What follows belongs to an exercise in optimizing a design on an open flow for small area; a production flow would make more cautious choices. In this exercise RTL edits were held to simulation tests only and were not proved equivalent to the original. Power and IR drop assume default switching activity.

==> wip/raven: inputs <==
==> flow/design.v (excerpt) <==
module rgb_to_ycbcr_444(
  input wire in_reset,
  input wire in_clock,
  input wire [7:0] in_r,
  input wire [7:0] in_g,
  input wire [7:0] in_b,
  output reg [7:0] out_y,
  output reg [7:0] out_cb,
  output reg [7:0] out_cr
  );
  wire n0 = in_g[0] & in_b[0];
  wire n1, n2;
  fa_cell u_n1 (.a(in_r[0]), .b(in_g[1]), .c(in_b[1]), .s(n1), .co(n2));
  wire n3 = n0 & n1;
  wire n4, n5;
  fa_cell u_n4 (.a(in_r[1]), .b(in_g[2]), .c(in_b[2]), .s(n4), .co(n5));
  wire n6 = (n2 & n4) | (n2 & n3) | (n4 & n3);
  wire n7, n8;
  fa_cell u_n7 (.a(in_r[2]), .b(in_g[3]), .c(in_b[3]), .s(n7), .co(n8));
  wire n9, n10;
  fa_cell u_n9 (.a(in_b[0]), .b(n5), .c(n7), .s(n9), .co(n10));
  wire n11 = n9 & n6;
  wire n12, n13;
  fa_cell u_n12 (.a(in_r[3]), .b(in_g[4]), .c(in_b[4]), .s(n12), .co(n13));
  wire n14, n15;
  fa_cell u_n14 (.a(in_b[1]), .b(in_b[0]), .c(n8), .s(n14), .co(n15));
  wire n16, n17;
  fa_cell u_n16 (.a(n12), .b(n10), .c(n14), .s(n16), .co(n17));
  wire n18 = n11 & n16;
  wire n19, n20;
  fa_cell u_n19 (.a(in_r[4]), .b(in_g[5]), .c(in_b[5]), .s(n19), .co(n20));
  wire n21, n22;
  fa_cell u_n21 (.a(in_b[2]), .b(in_b[1]), .c(n13), .s(n21), .co(n22));
  wire n23, n24;
  fa_cell u_n23 (.a(n19), .b(n15), .c(n21), .s(n23), .co(n24));
  wire n25 = (n17 & n23) | (n17 & n18) | (n23 & n18);
  wire n26, n27;
  ...
Settings: LEC_CHECK=0, CAP_MARGIN=20, CORE_MARGIN=2, CORE_UTILIZATION=60, CTS_BUF_LIST=sky130_fd_sc_hd__clkbuf_4 sky130_fd_sc_hd__clkbuf_8, GPL_TIMING_DRIVEN=0, SLEW_MARGIN=20, SYNTH_HIERARCHICAL=1, SYNTH_MINIMUM_KEEP_SIZE=0; clock period 6.0 ns.
standard.sh (not shown) runs the stock make flow with config.mk's settings and CLKGATE_MAP_FILE= SYNTH_SCRIPT=/design/flow/synth_recipe.tcl, a recipe that flattens the netlist after the stock synthesis.
==> flow/flow/run.sh <==
#!/bin/bash
export BUFFER_PORTS_ARGS="-buffer_cell sky130_fd_sc_hd__buf_1"
export CTS_ARGS="-sink_clustering_enable -repair_clock_nets -dont_use_dummy_load -buf_list {sky130_fd_sc_hd__clkbuf_4 sky130_fd_sc_hd__clkbuf_8}"
bash standard.sh > standard.log 2>&1
==> wip/pepper (differences from wip/raven) <==
--- a/flow/design.v
+++ b/flow/design.v
@@ -122,24 +122,24 @@
   wire n104 = n98 & n96;
   wire n105 = n92 | (n93 & n103);
   wire n106 = n93 & n104;
   wire n107 = n99 | (n100 & n103);
   wire n108 = n100 & n104;
   wire n109 = n80;
   wire n110;
-  xnor_cell u_n110 (.a(n85), .b(n109), .y(n110));
+  xor_cell u_n110 (.a(n85), .b(n109), .y(n110));
   wire n111 = n95;
   wire n112;
   xor_cell u_n112 (.a(n88), .b(n111), .y(n112));
   wire n113 = n101;
   wire n114;
-  xnor_cell u_n114 (.a(n91), .b(n113), .y(n114));
+  xor_cell u_n114 (.a(n91), .b(n113), .y(n114));
   wire n115 = n103;
   wire n116;
-  xnor_cell u_n116 (.a(n94), .b(n115), .y(n116));
+  xor_cell u_n116 (.a(n94), .b(n115), .y(n116));
   wire n117 = n105;
   wire n118 = in_b[0] & ~in_g[0];
   wire n119 = in_b[0] | ~in_g[0];
   wire n120;
   xor_cell u_n120 (.a(in_b[0]), .b(in_g[0]), .y(n120));
   wire n121 = in_b[1] & ~in_g[1];
   wire n122 = in_b[1] | ~in_g[1];
@@ -430,36 +430,36 @@
   wire n369 = n351 & n361;
   wire n370 = n352 | (n353 & n360);
   wire n371 = n353 & n361;
   wire n372 = n362 | (n363 & n360);
   wire n373 = n363 & n361;
   wire n374 = n354;
   wire n375;
-  xnor_cell u_n375 (.a(n317), .b(n374), .y(n375));
+  xor_cell u_n375 (.a(n317), .b(n374), .y(n375));
   wire n376 = n356;
   wire n377;
-  xnor_cell u_n377 (.a(n282), .b(n376), .y(n377));
+  xor_cell u_n377 (.a(n282), .b(n376), .y(n377));
   wire n378 = n358;
   wire n379;
-  xnor_cell u_n379 (.a(n320), .b(n378), .y(n379));
+  xor_cell u_n379 (.a(n320), .b(n378), .y(n379));
   wire n380 = n360;
   wire n381;
-  xnor_cell u_n381 (.a(n323), .b(n380), .y(n381));
+  xor_cell u_n381 (.a(n323), .b(n380), .y(n381));
   wire n382 = n364;
   wire n383;
   xor_cell u_n383 (.a(n326), .b(n382), .y(n383));
   wire n384 = n366;
   wire n385;
-  xnor_cell u_n385 (.a(n329), .b(n384), .y(n385));
+  xor_cell u_n385 (.a(n329), .b(n384), .y(n385));
   wire n386 = n368;
   wire n387;
   xor_cell u_n387 (.a(n302), .b(n386), .y(n387));
   wire n388 = n370;
   wire n389;
-  xnor_cell u_n389 (.a(n304), .b(n388), .y(n389));
+  xor_cell u_n389 (.a(n304), .b(n388), .y(n389));
   wire n390;
   xor_cell u_n390 (.a(n183), .b(n120), .y(n390));
   wire n391 = n183 | n120;
   wire n392;
   xor_cell u_n392 (.a(n230), .b(n167), .y(n392));
   wire n393 = n230 | n167;
   wire n394;
@@ -592,39 +592,39 @@
   wire n514 = n498 & n494;
   wire n515 = n499 | (n500 & n493);
   wire n516 = n500 & n494;
   wire n517 = n501 | (n502 & n493);
   wire n518 = n502 & n494;
   wire n519 = n493;
   wire n520;
-  xnor_cell u_n520 (.a(n445), .b(n519), .y(n520));
+  xor_cell u_n520 (.a(n445), .b(n519), .y(n520));
   wire n521 = n503;
   wire n522;
-  xnor_cell u_n522 (.a(n412), .b(n521), .y(n522));
+  xor_cell u_n522 (.a(n412), .b(n521), .y(n522));
   wire n523 = n505;
   wire n524;
-  xnor_cell u_n524 (.a(n448), .b(n523), .y(n524));
+  xor_cell u_n524 (.a(n448), .b(n523), .y(n524));
   wire n525 = n507;
   wire n526;
-  xnor_cell u_n526 (.a(n424), .b(n525), .y(n526));
+  xor_cell u_n526 (.a(n424), .b(n525), .y(n526));
   wire n527 = n509;
   wire n528;
   xor_cell u_n528 (.a(n451), .b(n527), .y(n528));
   wire n529 = n511;
   wire n530;
   xor_cell u_n530 (.a(n454), .b(n529), .y(n530));
   wire n531 = n513;
   wire n532;
   xor_cell u_n532 (.a(n434), .b(n531), .y(n532));
   wire n533 = n515;
   wire n534;
-  xnor_cell u_n534 (.a(n436), .b(n533), .y(n534));
-  wire [7:0] y_d = {n117, ~n116, ~n114, ~n112, ~n110, n82, n62, n54};
-  wire [7:0] cb_d = {~n389, ~n387, ~n385, ~n383, ~n381, ~n379, ~n377, ~n375};
-  wire [7:0] cr_d = {~n534, ~n532, ~n530, ~n528, ~n526, ~n524, ~n522, ~n520};
+  xor_cell u_n534 (.a(n436), .b(n533), .y(n534));
+  wire [7:0] y_d = {n117, n116, n114, ~n112, n110, n82, n62, n54};
+  wire [7:0] cb_d = {n389, ~n387, n385, ~n383, n381, n379, n377, n375};
+  wire [7:0] cr_d = {n534, ~n532, ~n530, ~n528, n526, n524, n522, n520};
   always @(posedge in_clock) begin
     if (in_reset) begin
       out_y <= 8'd0;
       out_cb <= 8'd0;
       out_cr <= 8'd0;
     end else begin
       out_y <= y_d;
@@ -637,13 +637,10 @@
   assign s = a ^ b ^ c;
   assign co = (a & b) | (a & c) | (b & c);
 endmodule
 module ha_cell(input wire a, input wire b, output wire s, output wire co);
   assign s = a ^ b;
   assign co = a & b;
 endmodule
-module xnor_cell(input wire a, input wire b, output wire y);
-  assign y = ~(a ^ b);
-endmodule
 module xor_cell(input wire a, input wire b, output wire y);
   assign y = a ^ b;
 endmodule
==> flow/flow/run.sh (replaced) <==
#!/bin/bash
export BUFFER_PORTS_ARGS="-buffer_cell sky130_fd_sc_hd__buf_1"
bash standard.sh > standard.log 2>&1
Settings changed: GPL_TIMING_DRIVEN 0 to 1.
==> wip/indigo (differences from wip/raven) <==
--- a/flow/design.v
+++ b/flow/design.v
@@ -122,24 +122,24 @@
   wire n104 = n98 & n96;
   wire n105 = n92 | (n93 & n103);
   wire n106 = n93 & n104;
   wire n107 = n99 | (n100 & n103);
   wire n108 = n100 & n104;
   wire n109 = n80;
   wire n110;
-  xnor_cell u_n110 (.a(n85), .b(n109), .y(n110));
+  xor_cell u_n110 (.a(n85), .b(n109), .y(n110));
   wire n111 = n95;
   wire n112;
   xor_cell u_n112 (.a(n88), .b(n111), .y(n112));
   wire n113 = n101;
   wire n114;
-  xnor_cell u_n114 (.a(n91), .b(n113), .y(n114));
+  xor_cell u_n114 (.a(n91), .b(n113), .y(n114));
   wire n115 = n103;
   wire n116;
-  xnor_cell u_n116 (.a(n94), .b(n115), .y(n116));
+  xor_cell u_n116 (.a(n94), .b(n115), .y(n116));
   wire n117 = n105;
   wire n118 = in_b[0] & ~in_g[0];
   wire n119 = in_b[0] | ~in_g[0];
   wire n120;
   xor_cell u_n120 (.a(in_b[0]), .b(in_g[0]), .y(n120));
   wire n121 = in_b[1] & ~in_g[1];
   wire n122 = in_b[1] | ~in_g[1];
@@ -430,36 +430,36 @@
   wire n369 = n351 & n361;
   wire n370 = n352 | (n353 & n360);
   wire n371 = n353 & n361;
   wire n372 = n362 | (n363 & n360);
   wire n373 = n363 & n361;
   wire n374 = n354;
   wire n375;
-  xnor_cell u_n375 (.a(n317), .b(n374), .y(n375));
+  xor_cell u_n375 (.a(n317), .b(n374), .y(n375));
   wire n376 = n356;
   wire n377;
-  xnor_cell u_n377 (.a(n282), .b(n376), .y(n377));
+  xor_cell u_n377 (.a(n282), .b(n376), .y(n377));
   wire n378 = n358;
   wire n379;
-  xnor_cell u_n379 (.a(n320), .b(n378), .y(n379));
+  xor_cell u_n379 (.a(n320), .b(n378), .y(n379));
   wire n380 = n360;
   wire n381;
-  xnor_cell u_n381 (.a(n323), .b(n380), .y(n381));
+  xor_cell u_n381 (.a(n323), .b(n380), .y(n381));
   wire n382 = n364;
   wire n383;
   xor_cell u_n383 (.a(n326), .b(n382), .y(n383));
   wire n384 = n366;
   wire n385;
-  xnor_cell u_n385 (.a(n329), .b(n384), .y(n385));
+  xor_cell u_n385 (.a(n329), .b(n384), .y(n385));
   wire n386 = n368;
   wire n387;
   xor_cell u_n387 (.a(n302), .b(n386), .y(n387));
   wire n388 = n370;
   wire n389;
-  xnor_cell u_n389 (.a(n304), .b(n388), .y(n389));
+  xor_cell u_n389 (.a(n304), .b(n388), .y(n389));
   wire n390;
   xor_cell u_n390 (.a(n183), .b(n120), .y(n390));
   wire n391 = n183 | n120;
   wire n392;
   xor_cell u_n392 (.a(n230), .b(n167), .y(n392));
   wire n393 = n230 | n167;
   wire n394;
@@ -592,39 +592,39 @@
   wire n514 = n498 & n494;
   wire n515 = n499 | (n500 & n493);
   wire n516 = n500 & n494;
   wire n517 = n501 | (n502 & n493);
   wire n518 = n502 & n494;
   wire n519 = n493;
   wire n520;
-  xnor_cell u_n520 (.a(n445), .b(n519), .y(n520));
+  xor_cell u_n520 (.a(n445), .b(n519), .y(n520));
   wire n521 = n503;
   wire n522;
-  xnor_cell u_n522 (.a(n412), .b(n521), .y(n522));
+  xor_cell u_n522 (.a(n412), .b(n521), .y(n522));
   wire n523 = n505;
   wire n524;
-  xnor_cell u_n524 (.a(n448), .b(n523), .y(n524));
+  xor_cell u_n524 (.a(n448), .b(n523), .y(n524));
   wire n525 = n507;
   wire n526;
-  xnor_cell u_n526 (.a(n424), .b(n525), .y(n526));
+  xor_cell u_n526 (.a(n424), .b(n525), .y(n526));
   wire n527 = n509;
   wire n528;
   xor_cell u_n528 (.a(n451), .b(n527), .y(n528));
   wire n529 = n511;
   wire n530;
   xor_cell u_n530 (.a(n454), .b(n529), .y(n530));
   wire n531 = n513;
   wire n532;
   xor_cell u_n532 (.a(n434), .b(n531), .y(n532));
   wire n533 = n515;
   wire n534;
-  xnor_cell u_n534 (.a(n436), .b(n533), .y(n534));
-  wire [7:0] y_d = {n117, ~n116, ~n114, ~n112, ~n110, n82, n62, n54};
-  wire [7:0] cb_d = {~n389, ~n387, ~n385, ~n383, ~n381, ~n379, ~n377, ~n375};
-  wire [7:0] cr_d = {~n534, ~n532, ~n530, ~n528, ~n526, ~n524, ~n522, ~n520};
+  xor_cell u_n534 (.a(n436), .b(n533), .y(n534));
+  wire [7:0] y_d = {n117, n116, n114, ~n112, n110, n82, n62, n54};
+  wire [7:0] cb_d = {n389, ~n387, n385, ~n383, n381, n379, n377, n375};
+  wire [7:0] cr_d = {n534, ~n532, ~n530, ~n528, n526, n524, n522, n520};
   always @(posedge in_clock) begin
     if (in_reset) begin
       out_y <= 8'd0;
       out_cb <= 8'd0;
       out_cr <= 8'd0;
     end else begin
       out_y <= y_d;
@@ -637,13 +637,10 @@
   assign s = a ^ b ^ c;
   assign co = (a & b) | (a & c) | (b & c);
 endmodule
 module ha_cell(input wire a, input wire b, output wire s, output wire co);
   assign s = a ^ b;
   assign co = a & b;
 endmodule
-module xnor_cell(input wire a, input wire b, output wire y);
-  assign y = ~(a ^ b);
-endmodule
 module xor_cell(input wire a, input wire b, output wire y);
   assign y = a ^ b;
 endmodule
==> flow/flow/run.sh (replaced) <==
#!/bin/bash
export BUFFER_PORTS_ARGS="-buffer_cell sky130_fd_sc_hd__buf_1"
bash standard.sh > standard.log 2>&1
Settings changed: CORE_UTILIZATION 60 to 65.
==> wip/harbor (differences from wip/raven) <==
--- a/flow/design.v
+++ b/flow/design.v
@@ -122,24 +122,24 @@
   wire n104 = n98 & n96;
   wire n105 = n92 | (n93 & n103);
   wire n106 = n93 & n104;
   wire n107 = n99 | (n100 & n103);
   wire n108 = n100 & n104;
   wire n109 = n80;
   wire n110;
-  xnor_cell u_n110 (.a(n85), .b(n109), .y(n110));
+  xor_cell u_n110 (.a(n85), .b(n109), .y(n110));
   wire n111 = n95;
   wire n112;
   xor_cell u_n112 (.a(n88), .b(n111), .y(n112));
   wire n113 = n101;
   wire n114;
-  xnor_cell u_n114 (.a(n91), .b(n113), .y(n114));
+  xor_cell u_n114 (.a(n91), .b(n113), .y(n114));
   wire n115 = n103;
   wire n116;
-  xnor_cell u_n116 (.a(n94), .b(n115), .y(n116));
+  xor_cell u_n116 (.a(n94), .b(n115), .y(n116));
   wire n117 = n105;
   wire n118 = in_b[0] & ~in_g[0];
   wire n119 = in_b[0] | ~in_g[0];
   wire n120;
   xor_cell u_n120 (.a(in_b[0]), .b(in_g[0]), .y(n120));
   wire n121 = in_b[1] & ~in_g[1];
   wire n122 = in_b[1] | ~in_g[1];
@@ -430,36 +430,36 @@
   wire n369 = n351 & n361;
   wire n370 = n352 | (n353 & n360);
   wire n371 = n353 & n361;
   wire n372 = n362 | (n363 & n360);
   wire n373 = n363 & n361;
   wire n374 = n354;
   wire n375;
-  xnor_cell u_n375 (.a(n317), .b(n374), .y(n375));
+  xor_cell u_n375 (.a(n317), .b(n374), .y(n375));
   wire n376 = n356;
   wire n377;
-  xnor_cell u_n377 (.a(n282), .b(n376), .y(n377));
+  xor_cell u_n377 (.a(n282), .b(n376), .y(n377));
   wire n378 = n358;
   wire n379;
-  xnor_cell u_n379 (.a(n320), .b(n378), .y(n379));
+  xor_cell u_n379 (.a(n320), .b(n378), .y(n379));
   wire n380 = n360;
   wire n381;
-  xnor_cell u_n381 (.a(n323), .b(n380), .y(n381));
+  xor_cell u_n381 (.a(n323), .b(n380), .y(n381));
   wire n382 = n364;
   wire n383;
   xor_cell u_n383 (.a(n326), .b(n382), .y(n383));
   wire n384 = n366;
   wire n385;
-  xnor_cell u_n385 (.a(n329), .b(n384), .y(n385));
+  xor_cell u_n385 (.a(n329), .b(n384), .y(n385));
   wire n386 = n368;
   wire n387;
   xor_cell u_n387 (.a(n302), .b(n386), .y(n387));
   wire n388 = n370;
   wire n389;
-  xnor_cell u_n389 (.a(n304), .b(n388), .y(n389));
+  xor_cell u_n389 (.a(n304), .b(n388), .y(n389));
   wire n390;
   xor_cell u_n390 (.a(n183), .b(n120), .y(n390));
   wire n391 = n183 | n120;
   wire n392;
   xor_cell u_n392 (.a(n230), .b(n167), .y(n392));
   wire n393 = n230 | n167;
   wire n394;
@@ -592,39 +592,39 @@
   wire n514 = n498 & n494;
   wire n515 = n499 | (n500 & n493);
   wire n516 = n500 & n494;
   wire n517 = n501 | (n502 & n493);
   wire n518 = n502 & n494;
   wire n519 = n493;
   wire n520;
-  xnor_cell u_n520 (.a(n445), .b(n519), .y(n520));
+  xor_cell u_n520 (.a(n445), .b(n519), .y(n520));
   wire n521 = n503;
   wire n522;
-  xnor_cell u_n522 (.a(n412), .b(n521), .y(n522));
+  xor_cell u_n522 (.a(n412), .b(n521), .y(n522));
   wire n523 = n505;
   wire n524;
-  xnor_cell u_n524 (.a(n448), .b(n523), .y(n524));
+  xor_cell u_n524 (.a(n448), .b(n523), .y(n524));
   wire n525 = n507;
   wire n526;
-  xnor_cell u_n526 (.a(n424), .b(n525), .y(n526));
+  xor_cell u_n526 (.a(n424), .b(n525), .y(n526));
   wire n527 = n509;
   wire n528;
   xor_cell u_n528 (.a(n451), .b(n527), .y(n528));
   wire n529 = n511;
   wire n530;
   xor_cell u_n530 (.a(n454), .b(n529), .y(n530));
   wire n531 = n513;
   wire n532;
   xor_cell u_n532 (.a(n434), .b(n531), .y(n532));
   wire n533 = n515;
   wire n534;
-  xnor_cell u_n534 (.a(n436), .b(n533), .y(n534));
-  wire [7:0] y_d = {n117, ~n116, ~n114, ~n112, ~n110, n82, n62, n54};
-  wire [7:0] cb_d = {~n389, ~n387, ~n385, ~n383, ~n381, ~n379, ~n377, ~n375};
-  wire [7:0] cr_d = {~n534, ~n532, ~n530, ~n528, ~n526, ~n524, ~n522, ~n520};
+  xor_cell u_n534 (.a(n436), .b(n533), .y(n534));
+  wire [7:0] y_d = {n117, n116, n114, ~n112, n110, n82, n62, n54};
+  wire [7:0] cb_d = {n389, ~n387, n385, ~n383, n381, n379, n377, n375};
+  wire [7:0] cr_d = {n534, ~n532, ~n530, ~n528, n526, n524, n522, n520};
   always @(posedge in_clock) begin
     if (in_reset) begin
       out_y <= 8'd0;
       out_cb <= 8'd0;
       out_cr <= 8'd0;
     end else begin
       out_y <= y_d;
@@ -637,13 +637,10 @@
   assign s = a ^ b ^ c;
   assign co = (a & b) | (a & c) | (b & c);
 endmodule
 module ha_cell(input wire a, input wire b, output wire s, output wire co);
   assign s = a ^ b;
   assign co = a & b;
 endmodule
-module xnor_cell(input wire a, input wire b, output wire y);
-  assign y = ~(a ^ b);
-endmodule
 module xor_cell(input wire a, input wire b, output wire y);
   assign y = a ^ b;
 endmodule
==> flow/flow/run.sh (replaced) <==
#!/bin/bash
export BUFFER_PORTS_ARGS="-buffer_cell sky130_fd_sc_hd__buf_1"
bash standard.sh > standard.log 2>&1
Settings changed: CORE_UTILIZATION 60 to 70, CTS_CLUSTER_DIAMETER from default to 200, CTS_CLUSTER_SIZE from default to 30.
==> summary of the runs <==
The lowest routed wire length belongs to wip/raven, the highest to wip/indigo. Fmax: wip/harbor is smaller than wip/pepper (about 1.9%). Design area: wip/harbor is higher than wip/indigo (about 0.56%). Sequential power is about the same in wip/indigo and wip/pepper. Global-route usage: wip/harbor > wip/indigo > wip/pepper > wip/raven. In combinational power, wip/pepper and wip/harbor hardly differ. In sequential cell count, wip/raven and wip/indigo do not differ. Synthesized area is the same in wip/pepper and wip/harbor.
==> figures <==
Part of the total power dissipated in the clock network: wip/harbor 6.6%; wip/pepper 7.0%; wip/raven 4.3%; wip/indigo 5.3%
Cell Count, Final, Fillers Out: wip/harbor 453; wip/pepper 494; wip/raven 457; wip/indigo 455
Fraction of area in non-clock buffers: wip/harbor 4.901%; wip/pepper 11.09%; wip/raven 4.843%; wip/indigo 4.898%
Share of final layout cell area taken by clock buffers and inverters: wip/harbor 1.757%; wip/pepper 1.681%; wip/raven 1.038%; wip/indigo 1.364%
GR Layer Usage met3: wip/harbor 5.026%; wip/pepper 3.297%; wip/raven 3.333%; wip/indigo 5.402%
FMAX: wip/harbor 0.1718 GHz; wip/pepper 0.1750 GHz; wip/raven 0.1725 GHz; wip/indigo 0.1718 GHz
Total wirelength of the detailed-routed design: wip/harbor 7.542 mm; wip/pepper 7.544 mm; wip/raven 7.178 mm; wip/indigo 7.548 mm
First DRT Iteration DRCs: wip/harbor 134; wip/pepper 93; wip/raven 89; wip/indigo 117
Worst Hold Endpoint: wip/harbor out_cb[7]; wip/pepper out_y[7]; wip/raven out_y[2]; wip/indigo out_cb[5]
Cell depth of the worst hold path: wip/harbor 2; wip/pepper 4; wip/raven 2; wip/indigo 2
P per Cell Area: wip/harbor 555.0 nW/um^2; wip/pepper 535.6 nW/um^2; wip/raven 554.8 nW/um^2; wip/indigo 552.0 nW/um^2
First-pass GRT wire length: wip/harbor 12.15 mm; wip/pepper 12.93 mm; wip/raven 11.98 mm; wip/indigo 13.34 mm
Met2 Track Usage GR: wip/harbor 50.96%; wip/pepper 46.07%; wip/raven 47.36%; wip/indigo 49.15%
Number of core rows: wip/harbor 26; wip/pepper 28; wip/raven 28; wip/indigo 27
Initial Utilization: wip/harbor 71.69%; wip/pepper 61.42%; wip/raven 61.18%; wip/indigo 66.46%
Combinational power: wip/harbor 0.00185 W; wip/pepper 0.00186 W; wip/raven 0.00186 W; wip/indigo 0.00186 W
Result of the run: wip/harbor complete, no violations; wip/pepper complete, no violations; wip/raven complete, no violations; wip/indigo complete, no violations

## static timing again, ports no longer ideal
The results above use ideal ports. As a check the final layouts listed here were re-extracted and re-timed, cells and wires unchanged.
Step 1, drivers: a clkbuf_16 drives in_clock and a buf_2 each remaining input, both assumed.
Step 2 adds t to the input delays and takes it off the output delays; t is the mean of the earliest and latest rising clock arrival at the registers after step 1. Input paths then give back, and output paths get back, about the clock's delay inside the block.
Slacks: ideal / step 1 / step 2; pairs: ideal / step 1.
run	t, ns	slack for setup (ns)	worst setup path after step 2	slew at the worst register clock pin (ns)
wip/raven	0.284	0.202 / 0.203 / -0.081	input to register	0.08 / 0.08
wip/pepper	0.314	0.287 / 0.294 / -0.019	input to register	0.11 / 0.11
wip/indigo	0.306	0.180 / 0.190 / -0.116	input to register	0.10 / 0.10
wip/harbor	0.300	0.178 / 0.177 / -0.124	input to register	0.10 / 0.10
With both steps, setup timing fails in every run listed, where it was met with ideal ports. The setup slack of wip/pepper, which loses most, moves by +0.007 ns with the drivers and by -0.306 ns with both steps.
